Context: an optimization exercise on an open-source flow, tuned for small area, a short achievable clock period and few clock cycles. The choices shown serve that exercise and are no tape-out recipe.
No activity file was given, so power comes from the tool's default toggle rates.

## run G
==> flow/design.v (excerpt) <==
module knn_top #(
    parameter DATA_WIDTH = 8,
    parameter FEATURES   = 8,
    parameter K          = 5
    )(
    input                           clk                 ,
    input                           rst_n               ,
    input [DATA_WIDTH*FEATURES-1:0] train_data          ,
    input                           train_label         ,
    input                           data_valid          ,
    input                           training_done       ,
    input [DATA_WIDTH*FEATURES-1:0] test_data           ,
    output                          predicted_valid_o   ,
    output                          predicted_label_o
    );
==> module knn_distance_cal, before the edit <==
module knn_distance_cal (
    input             clk,
    input             rst_n,
    input      [63:0] train_data,
    input             train_label,
    input             sample_valid,
    input      [63:0] test_data,
    output     [7:0]  distance_o,
    output            label_o,
    output            valid_o
    );
    function [7:0] absdiff(input [7:0] a, input [7:0] b);
        reg [7:0] g, t, G, T;
        reg       c;
        integer i, j, k;
        begin
            g = a & ~b;
            t = a | ~b;
            G = g;
            T = t;
            for (k = 0; k < 3; k = k + 1)
                for (i = 0; i < 8; i = i + 1)
                    if (i & (1 << k)) begin
                        j = ((i >> k) << k) - 1;
                        G[i] = G[i] | (T[i] & G[j]);
                        T[i] = T[i] & T[j];
                    end
            c = G[7];
            absdiff[0] = a[0] ^ b[0];
            for (i = 1; i < 8; i = i + 1)
                absdiff[i] = a[i] ^ (b[i] ^ (c ^ (G[i-1] | (c & T[i-1]))));
        end
    endfunction
    reg  [63:0] diff_q;
    reg         label_q;
    reg         valid_q;
    reg  [63:0] diff_d;
    integer f;
    always @(*)
        for (f = 0; f < 8; f = f + 1)
            diff_d[f*8 +: 8] = absdiff(train_data[f*8 +: 8], test_data[f*8 +: 8]);
    always @(posedge clk) begin
        diff_q  <= diff_d;
        label_q <= train_label;
        if (!rst_n) valid_q <= 1'b0;
        else        valid_q <= sample_valid;
    end
    function gt8(input [7:0] a, input [7:0] b);
        integer j;
        reg r;
        begin
            r = 1'b0;
            for (j = 0; j < 8; j = j + 1)
                r = (a[j] & ~b[j]) | ((a[j] | ~b[j]) & r);
            gt8 = r;
        end
    endfunction
    function [7:0] max2(input [7:0] a, input [7:0] b);
        max2 = gt8(a, b) ? a : b;
    endfunction
    wire [7:0] m0   = max2(diff_q[ 7: 0], diff_q[15: 8]);
    wire [7:0] m1   = max2(diff_q[23:16], diff_q[31:24]);
    wire [7:0] m2   = max2(diff_q[39:32], diff_q[47:40]);
    wire [7:0] m3   = max2(diff_q[55:48], diff_q[63:56]);
    wire [7:0] m01  = max2(m0, m1);
    wire [7:0] m23  = max2(m2, m3);
    wire [7:0] cheb = max2(m01, m23);
    reg [7:0] cheb_q;
    reg       label_q2;
    reg       valid_q2;
    always @(posedge clk) begin
        cheb_q   <= cheb;
        label_q2 <= label_q;
        if (!rst_n) valid_q2 <= 1'b0;
        else        valid_q2 <= valid_q;
    end
    assign distance_o = cheb_q;
    assign label_o    = label_q2;
    assign valid_o    = valid_q2;
endmodule
==> flow/config.mk <==
export PLATFORM = sky130hd
export DESIGN_NAME = knn_top
export DESIGN_NICKNAME = knn_top
export VERILOG_FILES = /design/flow/design.v
export SDC_FILE = /design/flow/constraint.sdc
export NUM_CORES = 4
export LEC_CHECK = 0
export CAP_MARGIN = 20
export CORE_MARGIN = 2
export CORE_UTILIZATION = 65
export CTS_BUF_LIST = sky130_fd_sc_hd__clkbuf_8
export CTS_CLUSTER_DIAMETER = 80
export CTS_CLUSTER_SIZE = 40
export SLEW_MARGIN = 20
==> flow/constraint.sdc <==
create_clock -name core_clock -period 21.0 [get_ports {clk}]
set_input_delay 4.2000 -clock core_clock [delete_from_list [all_inputs] [get_ports {clk}]]
set_output_delay 4.2000 -clock core_clock [all_outputs]
set_load 0.01 [all_outputs]
standard.sh (not shown) runs the stock make flow with config.mk's settings and CLKGATE_MAP_FILE= SYNTH_SCRIPT=/design/flow/synth_recipe.tcl, a recipe that flattens the netlist after the stock synthesis.
==> flow/flow/run.sh <==
#!/bin/bash
# Standard ORFS layout, with two changes to how it is made (the SDC, the clock
# period and the standard synthesis are the standard flow's, unchanged):
#  - port buffers are sky130_fd_sc_hd__buf_1 instead of the delay buffer that
#    buffer_ports picks by default;
#  - timing repair aims for extra setup slack (SETUP_SLACK_MARGIN), so that the
#    achieved period, not just the 21 ns clock, is what repair works on.
set -euo pipefail
bash standard.sh synth > synth.log 2>&1
bash standard.sh SETUP_SLACK_MARGIN=0 TNS_END_PERCENT=100 \
    BUFFER_PORTS_ARGS="-buffer_cell sky130_fd_sc_hd__buf_1"  finish > layout.log 2>&1
The following lists how run Z was set up differently from run G:
==> flow/design.v, changed modules only <==
module knn_distance_cal (
    input             clk,
    input             rst_n,
    input      [63:0] train_data,
    input             train_label,
    input             sample_valid,
    input      [63:0] test_data,
    output     [7:0]  distance_o,
    output            label_o,
    output            valid_o
    );
    function [8:0] addnot(input [7:0] a, input [7:0] b);
        reg [7:0] g, t, G, T;
        integer i, j, k;
        begin
            g = a & ~b;
            t = a | ~b;
            G = g;
            T = t;
            for (k = 0; k < 3; k = k + 1)
                for (i = 0; i < 8; i = i + 1)
                    if (i & (1 << k)) begin
                        j = ((i >> k) << k) - 1;
                        G[i] = G[i] | (T[i] & G[j]);
                        T[i] = T[i] & T[j];
                    end
            addnot[0] = ~(a[0] ^ b[0]);
            for (i = 1; i < 8; i = i + 1)
                addnot[i] = a[i] ^ ~(b[i] ^ G[i-1]);
            addnot[8] = G[7];
        end
    endfunction
    reg  [71:0] s_q;                   
    reg         label_q;
    reg         valid_q;
    reg  [71:0] s_d;
    integer f;
    always @(*)
        for (f = 0; f < 8; f = f + 1)
            s_d[f*9 +: 9] = addnot(train_data[f*8 +: 8], test_data[f*8 +: 8]);
    always @(posedge clk) begin
        s_q     <= s_d;
        label_q <= train_label;
        if (!rst_n) valid_q <= 1'b0;
        else        valid_q <= sample_valid;
    end
    function gt9(input [8:0] a, input [8:0] b);
        integer j;
        reg r;
        begin
            r = 1'b0;
            for (j = 0; j < 9; j = j + 1)
                r = (a[j] & ~b[j]) | ((a[j] | ~b[j]) & r);
            gt9 = r;
        end
    endfunction
    function [8:0] max2(input [8:0] a, input [8:0] b);
        max2 = gt9(a, b) ? a : b;
    endfunction
    function [8:0] key(input [8:0] cs);
        key = {cs[7:0] ^ {8{~cs[8]}}, cs[8]};
    endfunction
    wire [8:0] k0   = max2(key(s_q[ 8: 0]), key(s_q[17: 9]));
    wire [8:0] k1   = max2(key(s_q[26:18]), key(s_q[35:27]));
    wire [8:0] k2   = max2(key(s_q[44:36]), key(s_q[53:45]));
    wire [8:0] k3   = max2(key(s_q[62:54]), key(s_q[71:63]));
    wire [8:0] k01  = max2(k0, k1);
    wire [8:0] k23  = max2(k2, k3);
    wire [7:0] d01  = k01[8:1] + k01[0];
    wire [7:0] d23  = k23[8:1] + k23[0];
    wire [7:0] cheb = gt9(k01, k23) ? d01 : d23;
    reg [7:0] cheb_q;
    reg       label_q2;
    reg       valid_q2;
    always @(posedge clk) begin
        cheb_q   <= cheb;
        label_q2 <= label_q;
        if (!rst_n) valid_q2 <= 1'b0;
        else        valid_q2 <= valid_q;
    end
    assign distance_o = cheb_q;
    assign label_o    = label_q2;
    assign valid_o    = valid_q2;
endmodule
On part of the power in combinational logic: run Z sits above run G.
Measured against run Z, the net switching power of the design of run G comes out at 0.57 times the reference value.
After detailed routing, run G needs less wire than run Z.
Lower largest stage delay on the critical path was reported by run Z, not run G.
Final critical path time including I/O delays and setup delta for run Z relative to run G: 650 ps lower
Of run G and run Z, the lower post-route clock period utilization belongs to run Z.
Taking run G as the reference point, the post-synthesis compound-gate area fraction of run Z rises by 2.4 points.
In run Z, register-to-register setup slack is lower than in run G.
Run Z gives more number of cells traversed by the worst register-to-register path than run G did.
Compared with run G, run Z shows synthesized area higher by 0.0011 mm^2.
The final reports for run Z and run G show area growth from synthesis to layout lower in the former.
Run Z against run G: maximum VDD drop +0.031 mV; routed length on met3 +190 um.
No run of this note included a check of the RTL's function; only the layout flow was run.


== raven ==
knn_top, a different RTL version from the one above (not shown whole).
For scale: ~140 I/O pins, roughly 10000 µm² of cells after synthesis.
==> module knn_distance_cal, before the edit <==
module knn_distance_cal (
    input             clk,
    input             rst_n,
    input      [63:0] train_data,
    input             train_label,
    input             sample_valid,
    input      [63:0] test_data,
    output     [7:0]  distance_o,
    output            label_o,
    output            valid_o
    );
    function [7:0] absdiff(input [7:0] a, input [7:0] b);
        reg [7:0] g, t, G, T;
        reg       c;
        integer i, j, k;
        begin
            g = a & ~b;
            t = a | ~b;
            G = g;
            T = t;
            for (k = 0; k < 3; k = k + 1)
                for (i = 0; i < 8; i = i + 1)
                    if (i & (1 << k)) begin
                        j = ((i >> k) << k) - 1;
                        G[i] = G[i] | (T[i] & G[j]);
                        T[i] = T[i] & T[j];
                    end
            c = G[7];
            absdiff[0] = a[0] ^ b[0];
            for (i = 1; i < 8; i = i + 1)
                absdiff[i] = a[i] ^ b[i] ^ c ^ (G[i-1] | (c & T[i-1]));
        end
    endfunction
    reg  [63:0] diff_q;
    reg         label_q;
    reg         valid_q;
    reg  [63:0] diff_d;
    integer f;
    always @(*)
        for (f = 0; f < 8; f = f + 1)
            diff_d[f*8 +: 8] = absdiff(train_data[f*8 +: 8], test_data[f*8 +: 8]);
    always @(posedge clk) begin
        diff_q  <= diff_d;
        label_q <= train_label;
        if (!rst_n) valid_q <= 1'b0;
        else        valid_q <= sample_valid;
    end
    function gt8(input [7:0] a, input [7:0] b);
        integer j;
        reg r;
        begin
            r = 1'b0;
            for (j = 0; j < 8; j = j + 1)
                r = (a[j] & ~b[j]) | ((a[j] | ~b[j]) & r);
            gt8 = r;
        end
    endfunction
    function [7:0] max2(input [7:0] a, input [7:0] b);
        max2 = gt8(a, b) ? a : b;
    endfunction
    wire [7:0] m0   = max2(diff_q[ 7: 0], diff_q[15: 8]);
    wire [7:0] m1   = max2(diff_q[23:16], diff_q[31:24]);
    wire [7:0] m2   = max2(diff_q[39:32], diff_q[47:40]);
    wire [7:0] m3   = max2(diff_q[55:48], diff_q[63:56]);
    wire [7:0] m01  = max2(m0, m1);
    wire [7:0] m23  = max2(m2, m3);
    wire [7:0] cheb = max2(m01, m23);
    reg [7:0] cheb_q;
    reg       label_q2;
    reg       valid_q2;
    always @(posedge clk) begin
        cheb_q   <= cheb;
        label_q2 <= label_q;
        if (!rst_n) valid_q2 <= 1'b0;
        else        valid_q2 <= valid_q;
    end
    assign distance_o = cheb_q;
    assign label_o    = label_q2;
    assign valid_o    = valid_q2;
endmodule
==> module knn_distance_comporator, before the edit <==
module knn_distance_comporator #(
    parameter K = 5
    )
    (
    input             clk,
    input             rst_n,
    input      [7:0]  distance_i,
    input             label_i,
    input             valid_i,         
    input             clear_i,         
    input             show_i,          
    output reg        valid_o,
    output reg        label_o
    );
    reg [8*K-1:0] ndist;               
    reg [K-1:0]   lab;
    reg [8*K-1:0] ndist_d;
    reg [K-1:0]   lab_d;
    reg [K-1:0]   lt;                  
    reg [K-1:0]   take_prev, take_new, keep;
    wire          clr = ~rst_n | clear_i;
    function lt8(input [7:0] a, input [7:0] b);
        integer j;
        reg r;
        begin
            r = 1'b0;
            for (j = 0; j < 8; j = j + 1)
                r = (~a[j] & b[j]) | ((~a[j] | b[j]) & r);
            lt8 = r;
        end
    endfunction
    function [7:0] top_dist(input integer i);
        top_dist = ~ndist[8*i +: 8];
    endfunction
    integer i;
    always @(*) begin
        for (i = 0; i < K; i = i + 1)
            lt[i] = valid_i & lt8(distance_i, top_dist(i));
        for (i = 0; i < K; i = i + 1) begin
            take_prev[i] = ~clr & (i > 0 ? lt[i > 0 ? i-1 : 0] : 1'b0);
            take_new[i]  = ~clr & lt[i] & (i > 0 ? ~lt[i > 0 ? i-1 : 0] : 1'b1);
            keep[i]      = ~clr & ~lt[i];
        end
        for (i = 0; i < K; i = i + 1) begin
            ndist_d[8*i +: 8] = ({8{take_prev[i]}} & (i > 0 ? ndist[8*(i > 0 ? i-1 : 0) +: 8] : 8'h00))
                              | ({8{take_new[i]}}  & ~distance_i)
                              | ({8{keep[i]}}      & ndist[8*i +: 8]);
            lab_d[i] = (take_prev[i] & (i > 0 ? lab[i > 0 ? i-1 : 0] : 1'b0))
                     | (take_new[i]  & label_i)
                     | (keep[i]      & lab[i]);
        end
    end
    reg [2:0] sum4;
    reg       last;
    always @(*) begin
        sum4 = 3'd0;
        for (i = 0; i < K-1; i = i + 1)
            sum4 = sum4 + lab[i];
        last = lt[K-1] ? label_i : lab[K-1];
    end
    wire vote = (sum4 > (K/2)) | ((sum4 == (K/2)) & last);
    always @(posedge clk) begin
        ndist <= ndist_d;
        lab   <= lab_d;
        if (!rst_n) begin
            valid_o <= 1'b0;
            label_o <= 1'b0;
        end else begin
            valid_o <= show_i;
            label_o <= show_i & vote;
        end
    end
endmodule
==> module knn_top, before the edit <==
module knn_top #(
    parameter DATA_WIDTH = 8,
    parameter FEATURES   = 8,
    parameter K          = 5
    )(
    input                           clk                 ,
    input                           rst_n               ,
    input [DATA_WIDTH*FEATURES-1:0] train_data          ,
    input                           train_label         ,
    input                           data_valid          ,
    input                           training_done       ,
    input [DATA_WIDTH*FEATURES-1:0] test_data           ,
    output                          predicted_valid_o   ,
    output                          predicted_label_o
    );
    wire [7:0] distance;
    wire       label;
    wire       dvalid;
    reg td1;
    always @(posedge clk) begin
        if (!rst_n) td1 <= 1'b0;
        else        td1 <= training_done;
    end
    knn_distance_cal knn_distance_cal_inst (
        .clk          (clk                          ),
        .rst_n        (rst_n                        ),
        .train_data   (train_data                   ),
        .train_label  (train_label                  ),
        .sample_valid (data_valid & ~training_done  ),
        .test_data    (test_data                    ),
        .distance_o   (distance                     ),
        .label_o      (label                        ),
        .valid_o      (dvalid                       )
    );
    knn_distance_comporator #(
        .K (K)
    ) knn_distance_comparator_inst (
        .clk        (clk                                ),
        .rst_n      (rst_n                              ),
        .distance_i (distance                           ),
        .label_i    (label                              ),
        .valid_i    (dvalid                             ),
        .clear_i    (predicted_valid_o & ~training_done ),
        .show_i     (training_done & td1                ),
        .valid_o    (predicted_valid_o                  ),
        .label_o    (predicted_label_o                  )
    );
endmodule
==> flow/config.mk <==
export PLATFORM = sky130hd
export DESIGN_NAME = knn_top
export DESIGN_NICKNAME = knn_top
export VERILOG_FILES = /design/flow/design.v
export SDC_FILE = /design/flow/constraint.sdc
export NUM_CORES = 4
export LEC_CHECK = 0
export CAP_MARGIN = 20
export CORE_MARGIN = 2
export CORE_UTILIZATION = 40
export SLEW_MARGIN = 20
==> flow/constraint.sdc <==
create_clock -name core_clock -period 21.0 [get_ports {clk}]
set_input_delay 4.2000 -clock core_clock [delete_from_list [all_inputs] [get_ports {clk}]]
set_output_delay 4.2000 -clock core_clock [all_outputs]
set_load 0.01 [all_outputs]
==> flow/flow/run.sh <==
#!/bin/bash
# Standard ORFS layout, with two changes to how it is made (the SDC, the clock
# period and the standard synthesis are the standard flow's, unchanged):
#  - port buffers are sky130_fd_sc_hd__buf_1 instead of the delay buffer that
#    buffer_ports picks by default;
#  - timing repair aims for extra setup slack (SETUP_SLACK_MARGIN), so that the
#    achieved period, not just the 21 ns clock, is what repair works on.
set -euo pipefail
bash standard.sh synth > synth.log 2>&1
bash standard.sh SETUP_SLACK_MARGIN=16 TNS_END_PERCENT=100 \
    BUFFER_PORTS_ARGS="-buffer_cell sky130_fd_sc_hd__buf_1"  finish > layout.log 2>&1
Here is what was changed in the inputs of sierra compared with raven.
--- a/flow/design.v
+++ b/flow/design.v
@@ -8,31 +8,28 @@
     input      [63:0] test_data,
     output     [7:0]  distance_o,
     output            label_o,
     output            valid_o
     );
     function [7:0] absdiff(input [7:0] a, input [7:0] b);
-        reg [7:0] g, t, G, T;
+        reg [7:0] p, g, G, P;
         reg       c;
-        integer i, j, k;
+        integer i;
         begin
+            p = ~(a ^ b);
             g = a & ~b;
-            t = a | ~b;
-            G = g;
-            T = t;
-            for (k = 0; k < 3; k = k + 1)
-                for (i = 0; i < 8; i = i + 1)
-                    if (i & (1 << k)) begin
-                        j = ((i >> k) << k) - 1;
-                        G[i] = G[i] | (T[i] & G[j]);
-                        T[i] = T[i] & T[j];
-                    end
+            G[0] = g[0];
+            P[0] = p[0];
+            for (i = 1; i < 8; i = i + 1) begin
+                G[i] = g[i] | (p[i] & G[i-1]);
+                P[i] = p[i] & P[i-1];
+            end
             c = G[7];
-            absdiff[0] = a[0] ^ b[0];
+            absdiff[0] = ~p[0];
             for (i = 1; i < 8; i = i + 1)
-                absdiff[i] = a[i] ^ b[i] ^ c ^ (G[i-1] | (c & T[i-1]));
+                absdiff[i] = p[i] ^ ~c ^ (G[i-1] | (c & P[i-1]));
         end
     endfunction
     reg  [63:0] diff_q;
     reg         label_q;
     reg         valid_q;
     reg  [63:0] diff_d;
@@ -44,30 +41,29 @@
         diff_q  <= diff_d;
         label_q <= train_label;
         if (!rst_n) valid_q <= 1'b0;
         else        valid_q <= sample_valid;
     end
     function gt8(input [7:0] a, input [7:0] b);
-        integer j;
-        reg r;
+        integer j; reg r;
         begin
             r = 1'b0;
             for (j = 0; j < 8; j = j + 1)
                 r = (a[j] & ~b[j]) | ((a[j] | ~b[j]) & r);
             gt8 = r;
         end
     endfunction
     function [7:0] max2(input [7:0] a, input [7:0] b);
         max2 = gt8(a, b) ? a : b;
     endfunction
-    wire [7:0] m0   = max2(diff_q[ 7: 0], diff_q[15: 8]);
-    wire [7:0] m1   = max2(diff_q[23:16], diff_q[31:24]);
-    wire [7:0] m2   = max2(diff_q[39:32], diff_q[47:40]);
-    wire [7:0] m3   = max2(diff_q[55:48], diff_q[63:56]);
-    wire [7:0] m01  = max2(m0, m1);
-    wire [7:0] m23  = max2(m2, m3);
+    wire [7:0] m0  = max2(diff_q[ 7: 0], diff_q[15: 8]);
+    wire [7:0] m1  = max2(diff_q[23:16], diff_q[31:24]);
+    wire [7:0] m2  = max2(diff_q[39:32], diff_q[47:40]);
+    wire [7:0] m3  = max2(diff_q[55:48], diff_q[63:56]);
+    wire [7:0] m01 = max2(m0, m1);
+    wire [7:0] m23 = max2(m2, m3);
     wire [7:0] cheb = max2(m01, m23);
     reg [7:0] cheb_q;
     reg       label_q2;
     reg       valid_q2;
     always @(posedge clk) begin
         cheb_q   <= cheb;
@@ -97,16 +93,16 @@
     reg [8*K-1:0] ndist;               
     reg [K-1:0]   lab;
     reg [8*K-1:0] ndist_d;
     reg [K-1:0]   lab_d;
     reg [K-1:0]   lt;                  
     reg [K-1:0]   take_prev, take_new, keep;
+    reg [3:0]     sum;
     wire          clr = ~rst_n | clear_i;
     function lt8(input [7:0] a, input [7:0] b);
-        integer j;
-        reg r;
+        integer j; reg r;
         begin
             r = 1'b0;
             for (j = 0; j < 8; j = j + 1)
                 r = (~a[j] & b[j]) | ((~a[j] | b[j]) & r);
             lt8 = r;
         end
@@ -128,31 +124,25 @@
                               | ({8{take_new[i]}}  & ~distance_i)
                               | ({8{keep[i]}}      & ndist[8*i +: 8]);
             lab_d[i] = (take_prev[i] & (i > 0 ? lab[i > 0 ? i-1 : 0] : 1'b0))
                      | (take_new[i]  & label_i)
                      | (keep[i]      & lab[i]);
         end
+        sum = 4'd0;
+        for (i = 0; i < K; i = i + 1)
+            sum = sum + lab_d[i];
     end
-    reg [2:0] sum4;
-    reg       last;
-    always @(*) begin
-        sum4 = 3'd0;
-        for (i = 0; i < K-1; i = i + 1)
-            sum4 = sum4 + lab[i];
-        last = lt[K-1] ? label_i : lab[K-1];
-    end
-    wire vote = (sum4 > (K/2)) | ((sum4 == (K/2)) & last);
     always @(posedge clk) begin
         ndist <= ndist_d;
         lab   <= lab_d;
         if (!rst_n) begin
             valid_o <= 1'b0;
             label_o <= 1'b0;
         end else begin
             valid_o <= show_i;
-            label_o <= show_i & vote;
+            label_o <= show_i & (sum > (K/2));
         end
     end
 endmodule
 `timescale 1ns / 1ps
 module knn_top #(
     parameter DATA_WIDTH = 8,
@@ -194,11 +184,11 @@
         .clk        (clk                                ),
         .rst_n      (rst_n                              ),
         .distance_i (distance                           ),
         .label_i    (label                              ),
         .valid_i    (dvalid                             ),
         .clear_i    (predicted_valid_o & ~training_done ),
-        .show_i     (training_done & td1                ),
+        .show_i     (training_done & td1),
         .valid_o    (predicted_valid_o                  ),
         .label_o    (predicted_label_o                  )
     );
 endmodule
--- outcome ---
- Summary — final-layout worst hold slack, sierra relative to raven: lower, by 0.018 ns.
- Going from raven to sierra, the proportion of power drawn by flip-flops and latches was found to have gone up by 2.0 points.
- [sierra] detailed-route wire length on metal 1 fell 970 µm relative to raven
- sierra vs raven, sequential share of layout area went up by 1.4 points.
- What raven reported for cell count after synthesis has to be multiplied by 0.820 to get the figure for sierra.
- Wire: sierra routes more than raven
- The first-pass GRT wire length of sierra was superior to that of raven.
- Re wire length per cell after detailed routing: raven and sierra aren't equal, and the lower value belongs to raven.
- In sierra the number of non-filler instances in the completed layout turned out 206 lower than in raven.
- sierra vs raven on placer's final routability congestion estimate: sierra is the lower one.
- The estimated power of sierra ends up lower than the estimate for raven.
- Compare raven and sierra | clock buffer instance count of the final layout lower: sierra
- Compared to raven, sierra was floorplanned on a smaller die.
- Against raven, sierra reports a post-synth net total that is lower.
No run of this note included a check of the RTL's function; only the layout flow was run.

==> separate check: timing with driven ports <==
The flow's constraints put no driver on any port. The routed layouts listed below were extracted and timed again, unchanged, in two steps. Step 1: set_driving_cell puts a clkbuf_16 on clk and a buf_2 on each other input, an assumption about the parent block. Step 2 also shifts input and output timing later by t, the mid clock arrival at the registers, as if the neighbouring blocks saw the same clock. Three values: no drivers, after step 1, after step 2; two values: the first two.
run | t, ns | setup WS [ns] | worst register clock-pin slew, ns
run G | 0.481 | 14.136 / 14.149 / 13.668 | 0.07 / 0.07
run Z | 0.499 | 14.786 / 14.806 / 14.307 | 0.08 / 0.08
raven | 0.460 | 15.366 / 15.362 / 14.903 | 0.06 / 0.06
sierra | 0.461 | 14.952 / 14.946 / 14.485 | 0.06 / 0.06
After both steps setup and hold are still met in every run listed. The setup slack of run Z, which loses most, moves by +0.020 ns with the drivers and by -0.479 ns with both steps.
